From an optimization exercise on the open Yosys and OpenROAD flow, aimed at small area and a short achievable clock period; shortcuts taken in it are not production practice.
Only simulation tests tie the RTL to the original design; equivalence was not proved.

JK:
## sparq_dot8
module sparq_dot8 (
  input  logic         clk,
  input  logic         rstn,
  input  logic         w_load,
  input  logic [127:0] w_data,
  input  logic         in_valid,
  input  logic [31:0]  in_act,
  input  logic [15:0]  in_acc,
  output logic         out_valid,
  output logic [15:0]  out_data
);
Size in the first run: roughly 1300 flip-flops, roughly 200 I/O pins, about 63000 um2 of cells after synthesis.
export LEC_CHECK = 0
export ABC_AREA = 1
export CAP_MARGIN = 20
export CORE_MARGIN = 2
export CORE_UTILIZATION = 55
export CTS_CLUSTER_DIAMETER = 80
export CTS_CLUSTER_SIZE = 30
export PLACE_DENSITY = 0.65
export SLEW_MARGIN = 20
create_clock -name core_clock -period 11.0 [get_ports {clk}]
standard.sh (not shown) runs the stock make flow with config.mk's settings and CLKGATE_MAP_FILE= SYNTH_SCRIPT=/design/flow/synth_recipe.tcl, a recipe that flattens the netlist after the stock synthesis.
==> flow/flow/run.sh <==
#!/bin/bash
set -euo pipefail
export SETUP_SLACK_MARGIN=7.8
export BUFFER_PORTS_ARGS="-buffer_cell sky130_fd_sc_hd__buf_1"
bash standard.sh finish > orfs_make.log 2>&1
JK has completed all stages; timing, DRC and antenna checks passed.
Modified inputs, MS compared to JK
- CTS_CLUSTER_SIZE: 30 -> 25
- CTS_CLUSTER_DIAMETER: 80 -> 100
==> flow/flow/run.sh <==
#!/bin/bash
set -euo pipefail
export SETUP_SLACK_MARGIN=7.5
bash standard.sh finish > orfs_make.log 2>&1
Findings:
- MS against JK: last weighted congestion value of the routability-driven placer saw an increase, global-route usage now smaller, final-stage net count decreased 0.30%.
- From JK to MS the numbers moved as follows: detailed-route wire length has decreased, setup slack of the critical path after layout now smaller, via count decreased 550.

---

== job 5636 ==
Starting RTL as in the previous note.
Settings: LEC_CHECK=0, ABC_AREA=1, CAP_MARGIN=20, CORE_MARGIN=2, CORE_UTILIZATION=55, CTS_CLUSTER_DIAMETER=80, CTS_CLUSTER_SIZE=30, PLACE_DENSITY=0.65, SLEW_MARGIN=20; clock period 11.0 ns.
==> flow/flow/run.sh <==
#!/bin/bash
set -euo pipefail
export SETUP_SLACK_MARGIN=8.0
export BUFFER_PORTS_ARGS="-buffer_cell sky130_fd_sc_hd__buf_1"
bash standard.sh finish > orfs_make.log 2>&1
Job 5636: done, clean on timing, DRC and antenna
Modified inputs, job 3170 compared to job 5636
Settings: TNS_END_PERCENT now 30, previously not set.
==> flow/flow/run.sh <==
#!/bin/bash
set -euo pipefail
export SETUP_SLACK_MARGIN=7.8
export BUFFER_PORTS_ARGS="-buffer_cell sky130_fd_sc_hd__buf_1"
bash standard.sh finish > orfs_make.log 2>&1
Findings:
- Job 3170 against job 5636; count of clock-buffer cells in the layout is up by a few percent.
- Changes observed in job 3170 relative to job 5636: post-CTS resize count now sits lower; design area shows a reduction of 740 µm².
Here is what was changed in the inputs of job 6905 compared with job 3170.
Settings: TNS_END_PERCENT removed (was 30).
==> flow/flow/run.sh <==
#!/bin/bash
set -euo pipefail
export SETUP_SLACK_MARGIN=7.7
bash standard.sh finish > orfs_make.log 2>&1
[summary]
- Job 6905 | stages: all done | timing, DRC, antenna: all pass
- The lower aggregate global-route resource usage came out of job 6905.
- Job 6905 vs job 3170: cell area up in job 6905
- Job 6905 gives less worst setup slack than job 3170 did.

---

== run 1 ==
Starting RTL as in the previous note.
Settings: LEC_CHECK=0, ABC_AREA=1, CAP_MARGIN=20, CORE_MARGIN=2, CORE_UTILIZATION=55, CTS_CLUSTER_DIAMETER=80, CTS_CLUSTER_SIZE=30, PLACE_DENSITY=0.65, SETUP_SLACK_MARGIN=5, SLEW_MARGIN=20; clock period 11.0 ns.
run.sh (not shown) runs the stock make flow with config.mk's settings and CLKGATE_MAP_FILE= SYNTH_SCRIPT=/design/flow/synth_recipe.tcl, a recipe that flattens the netlist after the stock synthesis.
Stock flow here: none of the scripts above is used.
#### Input delta (run 2 over run 1)
Settings: CORE_UTILIZATION: 55 -> 65; PLACE_DENSITY: 0.65 -> 0.72; SETUP_SLACK_MARGIN: 5 -> unset.
==> flow/flow/run.sh (new file) <==
#!/bin/bash
set -euo pipefail
export SETUP_SLACK_MARGIN=7.8
export BUFFER_PORTS_ARGS="-buffer_cell sky130_fd_sc_hd__buf_1"
bash standard.sh finish > orfs_make.log 2>&1
==> flow/standard.sh (new file) <==
#!/bin/bash
# synth_recipe.tcl (not shown) runs the flow's synth.tcl, then flattens the netlist and writes it again
# the make line also repeats each setting of config.mk as NAME=value (left out here)
make -C /OpenROAD-flow-scripts/flow DESIGN_CONFIG=/design/flow/config.mk WORK_HOME=/design/flow/orfs CLKGATE_MAP_FILE= SYNTH_SCRIPT=/design/flow/synth_recipe.tcl "${@:-finish}"
removed: flow/run.sh
==> comparison <==
Result for run 1 and run 2: all clean
From run 1 to run 2 the numbers moved as follows: sum of routed wire length over all layers rose by about 1.6%; total global routing track utilization increased by 4.0 points relative to the old numbers; share of the clock period used by the worst path went down.
Pin count of the biggest net entering global routing, run 1 and run 2: larger value in run 1
Changes observed in run 2 relative to run 1: global-route wire length before repair about even; relative area of non-clock buffer cells in the final design fell 1.2 points; sequential share of layout area rose 0.47 points.
Relative area change from synthesis to final layout for run 2: 1.2 points down relative to run 1
Relative to run 2, the following input files were edited for run 3:
Settings: swapping 65 for 55 in CORE_UTILIZATION; swapping 0.72 for 0.65 in PLACE_DENSITY.
==> flow/flow/run.sh <==
#!/bin/bash
set -euo pipefail
export SETUP_SLACK_MARGIN=7.5
bash standard.sh finish > orfs_make.log 2>&1
### Flow results
Both conditions hold for run 3: the flow ran to the end and the final layout passed the timing, DRC and antenna checks. Run 2 finished end to end and its layout was clean on timing, DRC and antenna. When the final numbers for run 3 and run 2 were put side by side, the final weighted congestion of routability-driven global placement turned out to be greater in run 2. The lower global router's overall resource usage came out of run 3. Comparing run 3 and run 2, the higher clock tree buffer count of the final layout is on run 2. In run 3 the detailed-router iteration count before antenna repair turned out 1 higher than in run 2.

-- afterwards: timing with drivers on the ports --
How much do the figures lean on ideal ports? The routed layouts below were timed once more, with nothing changed but the port constraints.
Step 1: set_driving_cell puts a clkbuf_16 on clk and a buf_2 on each other input, an assumption about the parent block.
Step 2 times the ports against the registers' clock, not the clock port: input delays grow and output delays shrink by t, the midpoint of the rising clock arrivals with the driver on.
Slacks: no drivers / after step 1 / after step 2; pairs: no drivers / after step 1.
run	shift t [ns]	setup WS [ns]	slew at the worst register clock pin (ns)	worst slew at a driven data input, ns
JK	0.742	7.694 / 7.616 / 7.242	0.11 / 0.11	0.10
MS	0.772	7.567 / 7.485 / 6.986	0.10 / 0.10	0.10
job 5636	0.781	7.643 / 7.563 / 7.311	0.12 / 0.12	0.09
job 3170	0.742	7.688 / 7.610 / 7.172	0.11 / 0.11	0.10
job 6905	0.762	7.655 / 7.580 / 7.167	0.11 / 0.11	0.11
run 1	0.774	7.007 / 7.007 / 6.972	0.11 / 0.11	0.10
run 2	0.758	7.651 / 7.574 / 7.158	0.11 / 0.11	0.16
run 3	0.774	7.574 / 7.502 / 6.966	0.11 / 0.11	0.10
After both steps every run listed still meets setup and hold. The setup slack of run 3, which loses most, moves by -0.072 ns with the drivers and by -0.608 ns with both steps.
